From an optimization exercise on the open Yosys and OpenROAD flow, aimed at small area, a short achievable clock period and few clock cycles; shortcuts taken in it are not production practice.
RTL that was checked went through simulation tests only; none was proved equivalent to the original.
Power figures rest on the tool's default switching activity, not on a simulated workload.

## user_proj_sdram
module user_proj_sdram (
    input  wire        wb_clk_i,
    input  wire        wb_rst_i,
    input  wire        wbs_stb_i,
    input  wire        wbs_cyc_i,
    input  wire        wbs_we_i,
    input  wire [3:0]  wbs_sel_i,
    input  wire [31:0] wbs_dat_i,
    input  wire [31:0] wbs_adr_i,
    output wire        wbs_ack_o,
    output wire [31:0] wbs_dat_o,
    output wire        sdram_cke,
    output wire        sdram_cs_n,
    output wire        sdram_ras_n,
    output wire        sdram_cas_n,
    output wire        sdram_we_n,
    output wire [3:0]  sdram_dqm,
    output wire [1:0]  sdram_ba,
    output wire [12:0] sdram_a,
    input  wire [31:0] sdram_dqi,
    output wire [31:0] sdram_dqo
);
For scale: ~1200 cells after synthesis, roughly 190 I/O pins, roughly 0.0098 mm^2 of cells after synthesis.
Settings: LEC_CHECK=0, ABC_AREA=1, CAP_MARGIN=20, CORE_MARGIN=2, CORE_UTILIZATION=40, SETUP_SLACK_MARGIN=1.5, SLEW_MARGIN=20; clock period 4.5 ns.
standard.sh (not shown) runs the stock make flow with config.mk's settings and CLKGATE_MAP_FILE= SYNTH_SCRIPT=/design/flow/synth_recipe.tcl, a recipe that flattens the netlist after the stock synthesis.
==> flow/flow/run.sh <==
#!/bin/bash
# Standard layout, with the smallest buffer on the ports (buffer_ports
# otherwise picks clkdlybuf4s50_1); timing repair still sizes them up where
# needed. Each tool writes its own log under orfs/logs; make's output goes
# to flow_make.log.
set -euo pipefail
export BUFFER_PORTS_ARGS="-buffer_cell sky130_fd_sc_hd__buf_1"
bash standard.sh > flow_make.log 2>&1
Testbench counts at the start, summed over its fixed seeds: cycles 23,337.
Change:
--- a/flow/design.v
+++ b/flow/design.v
@@ -28,17 +28,17 @@
     localparam [3:0] CMD_REFRESH   = 4'b0001;
     localparam [9:0] REF_AT = 10'd760;
     reg  [3:0]  cmd_q;
     reg  [1:0]  ba_q;
     reg  [12:0] a_q;
     reg  [3:0]  open_q;
     reg  [10:0] row_q [0:3];
-    reg  [2:0]  tl_q;            
-    reg  [1:0]  lb_q;            
-    reg  [9:0]  rcnt_q;          
+    reg  [2:0]  tact_q [0:3];    
+    reg  [2:0]  tref_q;          
+    reg  [9:0]  rcnt_q;
     reg         rreq_q;
     reg         av_q, bv_q;
     reg  [11:0] atag_q, btag_q;
     reg         rpend_q;                    
     reg         eon_q;
     reg  [11:0] p0_q, p1_q;                 
     reg  [5:0]  d0_q, d1_q;                 
@@ -55,22 +55,22 @@
     wire last_act = (cmd_q == CMD_ACTIVE);
     wire last_pre = (cmd_q == CMD_PRECHARGE);
     wire pins_free = (cmd_q == CMD_NOP) | (cmd_q == CMD_READ);
     reg [3:0] rw_ok, wr_ok, pre_ok, act_ok, row_hit_x;
     reg       all_pre_ok, ref_ok;
     always @* begin
         all_pre_ok = 1'b1;
-        ref_ok = ~last_pre & ~(|open_q);
+        ref_ok = (tref_q == 3'd7) & ~last_pre & ~(|open_q);
         for (i = 0; i < 4; i = i + 1) begin
-            rw_ok[i]  = open_q[i] & ((lb_q != i) | (tl_q >= 3'd2));
-            wr_ok[i]  = open_q[i] & ((lb_q != i) | (tl_q >= 3'd3));
-            pre_ok[i] = (tl_q == 3'd5);
-            act_ok[i] = ~last_pre & ~last_act & (|rcnt_q[9:3]);
+            rw_ok[i]  = open_q[i] & (tact_q[i] >= 3'd2);
+            wr_ok[i]  = open_q[i] & (tact_q[i] >= 3'd3);
+            pre_ok[i] = (tact_q[i] >= 3'd5);
+            act_ok[i] = (tact_q[i] == 3'd7) & ~last_pre & ~last_act & (tref_q == 3'd7);
             row_hit_x[i] = (row_q[i] == xr);
-            if (open_q[i] && tl_q != 3'd5)
+            if (open_q[i] && tact_q[i] < 3'd5)
                 all_pre_ok = 1'b0;
         end
     end
     wire x_rowok = open_q[xb] & row_hit_x[xb];
     wire hit_b   = bv_q & (adr[13:2] == btag_q) & row_hit_x[xb];
     wire       col_eq = (adr[11:2] == btag_q[9:0]);
     reg  [3:0] ack_b;
@@ -153,35 +153,39 @@
     wire [11:0] t_p1 = {adr[13:12], dual ? t_2x : adr[11:2] + 10'd2};
     wire [5:0]  t_d0 = dual ? 6'd1 : 6'd2;
     wire [5:0]  t_d1 = dual ? t_dx[5:0] : 6'd2;
     always @(posedge clk) begin
         if (rst) begin
             cmd_q <= CMD_NOP;
             open_q <= 4'd0;
-            tl_q <= 3'd5;
+            for (i = 0; i < 4; i = i + 1)
+                tact_q[i] <= 3'd7;
+            tref_q <= 3'd7;
             rcnt_q <= 10'd0;
             rreq_q <= 1'b0;
             av_q <= 1'b0;
             bv_q <= 1'b0;
             rpend_q <= 1'b0;
             eon_q <= 1'b0;
             hcnt_q <= 2'd0;
         end else begin
             cmd_q <= cmd_d;
-            if (tl_q != 3'd5) tl_q <= tl_q + 3'd1;
+            for (i = 0; i < 4; i = i + 1)
+                if (tact_q[i] != 3'd7) tact_q[i] <= tact_q[i] + 3'd1;
+            if (tref_q != 3'd7) tref_q <= tref_q + 3'd1;
             if (do_act) begin
                 open_q[xb] <= 1'b1;
-                tl_q <= 3'd1;
-                lb_q <= xb;
+                tact_q[xb] <= 3'd1;
             end
             if (do_pre)
                 open_q[xb] <= 1'b0;
             if (do_pre_all)
                 open_q <= 4'd0;
             if (do_ref) begin
+                tref_q <= 3'd1;
                 rcnt_q <= 10'd0;
                 rreq_q <= 1'b0;
             end else begin
                 rcnt_q <= rcnt_q + 10'd1;
                 if (rcnt_q == REF_AT)
                     rreq_q <= 1'b1;
             end
After rerunning: The new run finished clean. Worst hold slack hardly moves. Total power increases by about a fifth. Clock power decreases by a few percent. Wire length increases slightly. Final area decreases by a few percent. Synthesized area increases by a few percent. Fmax increases slightly. Via count increases by a few percent. Utilization decreases by 3.0 points.
Testbench counts after the change, summed over its fixed seeds: cycles 23,278.

========
== 02-28 ==
The RTL this note starts from:
==> flow/design.v <==
`default_nettype none
module sdram_controller (
    input  wire        clk,
    input  wire        rst,
    input  wire        req,
    input  wire        we,
    input  wire [3:0]  sel,
    input  wire [22:0] adr,
    input  wire [31:0] dat_i,
    output wire        ack,
    output wire [31:0] dat_o,
    output wire        sdram_cke,
    output wire        sdram_cs_n,
    output wire        sdram_ras_n,
    output wire        sdram_cas_n,
    output wire        sdram_we_n,
    output wire [3:0]  sdram_dqm,
    output wire [1:0]  sdram_ba,
    output wire [12:0] sdram_a,
    input  wire [31:0] sdram_dqi,
    output wire [31:0] sdram_dqo
);
    localparam [3:0] CMD_NOP       = 4'b0111;
    localparam [3:0] CMD_ACTIVE    = 4'b0011;
    localparam [3:0] CMD_READ      = 4'b0101;
    localparam [3:0] CMD_WRITE     = 4'b0100;
    localparam [3:0] CMD_PRECHARGE = 4'b0010;
    localparam [3:0] CMD_REFRESH   = 4'b0001;
    localparam [9:0] REF_AT = 10'd760;
    reg  [3:0]  cmd_q;
    reg  [1:0]  ba_q;
    reg  [12:0] a_q;
    reg  [31:0] dqo_q;
    reg  [3:0]  dqm_q;
    reg  [3:0]  open_q;
    reg  [10:0] row_q [0:3];
    reg  [2:0]  tact_q [0:3];    
    reg  [2:0]  tref_q;          
    reg  [9:0]  rcnt_q;
    reg         rreq_q;
    reg         av_q, bv_q;
    reg  [11:0] atag_q, btag_q;
    reg         rpend_q;                    
    reg         eon_q;
    reg  [11:0] p0_q, p1_q;                 
    reg  [5:0]  d0_q, d1_q;                 
    reg  [11:0] h1n_q;                      
    reg  [9:0]  h2n_q;                      
    reg         hseq_q;                     
    reg  [1:0]  hcnt_q;
    integer i;
    wire rd = req & ~we;
    wire wr = req & we;
    wire [1:0]  xb = adr[13:12];
    wire [10:0] xr = {adr[1:0], adr[22:14]};
    wire [1:0]  pb = p0_q[11:10];
    wire last_act = (cmd_q == CMD_ACTIVE);
    wire last_pre = (cmd_q == CMD_PRECHARGE);
    wire last_wr  = (cmd_q == CMD_WRITE);
    reg [3:0] rw_ok, pre_ok, act_ok, row_hit_x;
    reg       all_pre_ok, ref_ok;
    always @* begin
        all_pre_ok = ~last_wr;
        ref_ok = (tref_q == 3'd7) & ~last_pre & ~(|open_q);
        for (i = 0; i < 4; i = i + 1) begin
            rw_ok[i]  = open_q[i] & (tact_q[i] >= 3'd2);
            pre_ok[i] = (tact_q[i] >= 3'd5) & ~(last_wr & ba_q == i);
            act_ok[i] = (tact_q[i] == 3'd7) & ~last_pre & ~last_act & (tref_q == 3'd7);
            row_hit_x[i] = (row_q[i] == xr);
            if (open_q[i] && tact_q[i] < 3'd5)
                all_pre_ok = 1'b0;
        end
    end
    wire x_rowok = open_q[xb] & row_hit_x[xb];
    wire hit_b   = bv_q & (adr[13:2] == btag_q) & row_hit_x[xb];
    wire       col_eq = (adr[11:2] == btag_q[9:0]);
    reg  [3:0] ack_b;
    always @* begin
        for (i = 0; i < 4; i = i + 1)
            ack_b[i] = (xb == i) & row_hit_x[i] &
                       ((rd & col_eq & bv_q & (btag_q[11:10] == i)) |
                        (wr & rw_ok[i] & ~rreq_q));
    end
    wire x_go    = rw_ok[xb] & row_hit_x[xb] & ~rreq_q;
    wire p_go    = eon_q & rw_ok[pb] & ~rreq_q;
    wire wr_acc = wr & x_go;
    wire rd_ack = rd & hit_b;
    wire miss   = rd & ~hit_b & ~rpend_q;
    assign ack = |ack_b;
    assign dat_o = sdram_dqi;
    reg  [3:0]  cmd_d;
    reg  [1:0]  ba_d;
    reg  [12:0] a_d;
    reg         do_act, do_pre, do_pre_all, do_ref, dir_rd, spec_rd;
    always @* begin
        cmd_d = CMD_NOP;
        ba_d = xb;
        a_d = {3'b000, adr[11:2]};
        do_act = 1'b0;
        do_pre = 1'b0;
        do_pre_all = 1'b0;
        do_ref = 1'b0;
        dir_rd = 1'b0;
        spec_rd = 1'b0;
        if (rreq_q) begin
            a_d[10] = 1'b1;
            if (|open_q) begin
                if (all_pre_ok) begin
                    cmd_d = CMD_PRECHARGE;
                    do_pre_all = 1'b1;
                end
            end else if (ref_ok) begin
                cmd_d = CMD_REFRESH;
                do_ref = 1'b1;
            end
        end else if (wr | miss) begin
            if (x_rowok) begin
                if (x_go) begin
                    cmd_d = wr ? CMD_WRITE : CMD_READ;
                    dir_rd = rd;
                end
            end else if (open_q[xb]) begin
                if (pre_ok[xb]) begin
                    cmd_d = CMD_PRECHARGE;
                    do_pre = 1'b1;
                end
            end else if (act_ok[xb]) begin
                cmd_d = CMD_ACTIVE;
                a_d = {2'b00, xr};
                do_act = 1'b1;
            end
        end else if (p_go) begin
            cmd_d = CMD_READ;
            ba_d = pb;
            a_d = {3'b000, p0_q[9:0]};
            spec_rd = 1'b1;
        end
    end
    assign sdram_cke = 1'b1;
    assign {sdram_cs_n, sdram_ras_n, sdram_cas_n, sdram_we_n} = cmd_q;
    assign sdram_ba = ba_q;
    assign sdram_a = a_q;
    assign sdram_dqo = dqo_q;
    assign sdram_dqm = dqm_q;
    wire        dual = (hcnt_q == 2'd3) & hseq_q & (adr[11:2] != h1n_q[9:0]);
    wire [5:0]  t_dx = adr[7:2] - h2n_q[5:0] + 6'd1;
    wire [9:0]  t_2x = {adr[10:2], 1'b1} - h2n_q;   
    wire [11:0] t_p0 = dual ? h1n_q : {adr[13:12], adr[11:2] + 10'd1};
    wire [11:0] t_p1 = {adr[13:12], dual ? t_2x : adr[11:2] + 10'd2};
    wire [5:0]  t_d0 = dual ? 6'd1 : 6'd2;
    wire [5:0]  t_d1 = dual ? t_dx[5:0] : 6'd2;
    always @(posedge clk) begin
        if (rst) begin
            cmd_q <= CMD_NOP;
            open_q <= 4'd0;
            for (i = 0; i < 4; i = i + 1)
                tact_q[i] <= 3'd7;
            tref_q <= 3'd7;
            rcnt_q <= 10'd0;
            rreq_q <= 1'b0;
            av_q <= 1'b0;
            bv_q <= 1'b0;
            rpend_q <= 1'b0;
            eon_q <= 1'b0;
            hcnt_q <= 2'd0;
        end else begin
            cmd_q <= cmd_d;
            for (i = 0; i < 4; i = i + 1)
                if (tact_q[i] != 3'd7) tact_q[i] <= tact_q[i] + 3'd1;
            if (tref_q != 3'd7) tref_q <= tref_q + 3'd1;
            if (do_act) begin
                open_q[xb] <= 1'b1;
                tact_q[xb] <= 3'd1;
            end
            if (do_pre)
                open_q[xb] <= 1'b0;
            if (do_pre_all)
                open_q <= 4'd0;
            if (do_ref) begin
                tref_q <= 3'd1;
                rcnt_q <= 10'd0;
                rreq_q <= 1'b0;
            end else begin
                rcnt_q <= rcnt_q + 10'd1;
                if (rcnt_q == REF_AT)
                    rreq_q <= 1'b1;
            end
            av_q <= (cmd_q == CMD_READ) & ~wr_acc;
            bv_q <= av_q & ~wr_acc;
            rpend_q <= (rpend_q | dir_rd) & ~rd_ack & ~wr_acc;
            if (wr_acc) begin
                eon_q <= 1'b0;
                hcnt_q <= 2'd0;
            end else if (dir_rd)
                eon_q <= 1'b1;
            if (rd_ack && hcnt_q != 2'd3)
                hcnt_q <= hcnt_q + 2'd1;
        end
        ba_q <= ba_d;
        a_q <= a_d;
        dqo_q <= dat_i;
        dqm_q <= ~sel;
        if (do_act)
            row_q[xb] <= xr;
        atag_q <= {ba_q, a_q[9:0]};
        btag_q <= atag_q;
        if (dir_rd) begin
            p0_q <= t_p0;
            p1_q <= t_p1;
            d0_q <= t_d0;
            d1_q <= t_d1;
        end else if (spec_rd) begin
            p0_q <= p1_q;
            p1_q <= {p0_q[11:10], p0_q[9:0] + {4'd0, d0_q}};
            d0_q <= d1_q;
            d1_q <= d0_q;
        end
        if (rd_ack) begin
            h1n_q <= {adr[13:12], adr[11:2] + 10'd1};
            h2n_q <= h1n_q[9:0];
            hseq_q <= (adr[11:2] == h2n_q);
        end
    end
endmodule
`default_nettype wire
`default_nettype none
module user_proj_sdram (
    input  wire        wb_clk_i,
    input  wire        wb_rst_i,
    input  wire        wbs_stb_i,
    input  wire        wbs_cyc_i,
    input  wire        wbs_we_i,
    input  wire [3:0]  wbs_sel_i,
    input  wire [31:0] wbs_dat_i,
    input  wire [31:0] wbs_adr_i,
    output wire        wbs_ack_o,
    output wire [31:0] wbs_dat_o,
    output wire        sdram_cke,
    output wire        sdram_cs_n,
    output wire        sdram_ras_n,
    output wire        sdram_cas_n,
    output wire        sdram_we_n,
    output wire [3:0]  sdram_dqm,
    output wire [1:0]  sdram_ba,
    output wire [12:0] sdram_a,
    input  wire [31:0] sdram_dqi,
    output wire [31:0] sdram_dqo
);
    sdram_controller u_ctrl (
        .clk      (wb_clk_i),
        .rst      (wb_rst_i),
        .req      (wbs_stb_i & wbs_cyc_i),
        .we       (wbs_we_i),
        .sel      (wbs_sel_i),
        .adr      (wbs_adr_i[22:0]),
        .dat_i    (wbs_dat_i),
        .ack      (wbs_ack_o),
        .dat_o    (wbs_dat_o),
        .sdram_cke(sdram_cke),
        .sdram_cs_n(sdram_cs_n),
        .sdram_ras_n(sdram_ras_n),
        .sdram_cas_n(sdram_cas_n),
        .sdram_we_n(sdram_we_n),
        .sdram_dqm(sdram_dqm),
        .sdram_ba (sdram_ba),
        .sdram_a  (sdram_a),
        .sdram_dqi(sdram_dqi),
        .sdram_dqo(sdram_dqo)
    );
endmodule
`default_nettype wire
==> flow/config.mk <==
export PLATFORM = sky130hd
export DESIGN_NAME = user_proj_sdram
export DESIGN_NICKNAME = user_proj_sdram
export VERILOG_FILES = /design/flow/design.v
export SDC_FILE = /design/flow/constraint.sdc
export NUM_CORES = 4
export LEC_CHECK = 0
export ABC_AREA = 1
export CAP_MARGIN = 20
export CORE_MARGIN = 2
export CORE_UTILIZATION = 40
export SETUP_SLACK_MARGIN = 1.5
export SLEW_MARGIN = 20
==> flow/constraint.sdc <==
create_clock -name core_clock -period 4.5 [get_ports {wb_clk_i}]
set_input_delay 0.9000 -clock core_clock [delete_from_list [all_inputs] [get_ports {wb_clk_i}]]
set_output_delay 0.9000 -clock core_clock [all_outputs]
set_load 0.01 [all_outputs]
run.sh (not shown) runs the stock make flow with config.mk's settings and CLKGATE_MAP_FILE= SYNTH_SCRIPT=/design/flow/synth_recipe.tcl, a recipe that flattens the netlist after the stock synthesis.
Stock flow here: none of the scripts above is used.
Testbench counts of 02-28, summed over its fixed seeds: cycles 23,166.
> inputs changed (02-28 -> 08-13)
--- a/flow/design.v
+++ b/flow/design.v
@@ -32,9 +32,9 @@
     reg  [12:0] a_q;
     reg  [31:0] dqo_q;
     reg  [3:0]  dqm_q;
     reg  [3:0]  open_q;
-    reg  [10:0] row_q [0:3];
+    reg  [12:0] row_q [0:3];
     reg  [2:0]  tact_q [0:3];    
     reg  [2:0]  tref_q;          
     reg  [9:0]  rcnt_q;
     reg         rreq_q;
@@ -43,17 +43,17 @@
     reg         rpend_q;                    
     reg         eon_q;
     reg  [11:0] p0_q, p1_q;                 
     reg  [5:0]  d0_q, d1_q;                 
-    reg  [11:0] h1n_q;                      
-    reg  [9:0]  h2n_q;                      
+    reg  [11:0] h1_q;
+    reg  [7:0]  h2_q;
     reg         hseq_q;                     
     reg  [1:0]  hcnt_q;
     integer i;
     wire rd = req & ~we;
     wire wr = req & we;
     wire [1:0]  xb = adr[13:12];
-    wire [10:0] xr = {adr[1:0], adr[22:14]};
+    wire [12:0] xr = {adr[1:0], adr[22:14]};
     wire [1:0]  pb = p0_q[11:10];
     wire last_act = (cmd_q == CMD_ACTIVE);
     wire last_pre = (cmd_q == CMD_PRECHARGE);
     wire last_wr  = (cmd_q == CMD_WRITE);
@@ -125,9 +125,9 @@
                     do_pre = 1'b1;
                 end
             end else if (act_ok[xb]) begin
                 cmd_d = CMD_ACTIVE;
-                a_d = {2'b00, xr};
+                a_d = xr;
                 do_act = 1'b1;
             end
         end else if (p_go) begin
             cmd_d = CMD_READ;
@@ -141,13 +141,13 @@
     assign sdram_ba = ba_q;
     assign sdram_a = a_q;
     assign sdram_dqo = dqo_q;
     assign sdram_dqm = dqm_q;
-    wire        dual = (hcnt_q == 2'd3) & hseq_q & (adr[11:2] != h1n_q[9:0]);
-    wire [5:0]  t_dx = adr[7:2] - h2n_q[5:0] + 6'd1;
-    wire [9:0]  t_2x = {adr[10:2], 1'b1} - h2n_q;   
-    wire [11:0] t_p0 = dual ? h1n_q : {adr[13:12], adr[11:2] + 10'd1};
-    wire [11:0] t_p1 = {adr[13:12], dual ? t_2x : adr[11:2] + 10'd2};
+    wire        dual = (hcnt_q == 2'd3) & hseq_q & (adr[11:2] != h1_q[9:0] + 10'd1);
+    wire [7:0]  t_dx = adr[9:2] - h2_q;
+    wire [11:0] t_p0 = dual ? {h1_q[11:10], h1_q[9:0] + 10'd1}
+                            : {adr[13:12], adr[11:2] + 10'd1};
+    wire [11:0] t_p1 = {adr[13:12], adr[11:2] + (dual ? {4'd0, t_dx[5:0]} : 10'd2)};
     wire [5:0]  t_d0 = dual ? 6'd1 : 6'd2;
     wire [5:0]  t_d1 = dual ? t_dx[5:0] : 6'd2;
     always @(posedge clk) begin
         if (rst) begin
@@ -215,11 +215,11 @@
             d0_q <= d1_q;
             d1_q <= d0_q;
         end
         if (rd_ack) begin
-            h1n_q <= {adr[13:12], adr[11:2] + 10'd1};
-            h2n_q <= h1n_q[9:0];
-            hseq_q <= (adr[11:2] == h2n_q);
+            h1_q <= adr[13:2];
+            h2_q <= h1_q[7:0];
+            hseq_q <= (adr[9:2] == h2_q + 8'd1);
         end
     end
 endmodule
 `default_nettype wire
Results
Launch point of the critical path: wbs_adr_i[5] -> 02-28, wbs_adr_i[9] -> 08-13
When the final numbers for 02-28 and 08-13 were put side by side, the utilization turned out to be greater in 08-13.
Between 02-28 and 08-13, the time the worst path needs with I/O delays and setup figures differ only marginally.
[compare] base=02-28 new=08-13: area after synthesis down 0.80%, adder-cell share of the synthesized area lost 0.67 points, combined area of the multi-input logic cells now sits higher.
The RTL of 08-13 was laid out without a check of its function.

[static timing again, ports no longer ideal]
Ports are ideal in the flow. The routed layouts listed here were re-timed in OpenROAD. Step 1 sets driving cells, clkbuf_16 on the clock port and buf_2 on the other inputs (assumed; they add their load-dependent delay and slew). Step 2 adds t to the input delays and takes it off the output delays; t is the mean of the earliest and latest rising clock arrival at the registers after step 1. Input paths then give back, and output paths get back, about the clock's delay inside the block. Three values: no drivers, after step 1, after step 2; two values: the first two.
run | t (ns) | setup WS [ns] | cell pins on the clock port's net
the first run of note 1 | 0.476 | 1.205 / 1.181 / 0.997 | 1
the second run of note 1 | 0.474 | 1.269 / 1.213 / 1.150 | 1
02-28 | 0.579 | 1.078 / 1.038 / 1.038 | 1
08-13 | 0.567 | 1.076 / 1.034 / 0.680 | 1
After both steps every run listed still meets setup and hold. The setup slack of 08-13, which loses most, moves by -0.042 ns with the drivers and by -0.396 ns with both steps.
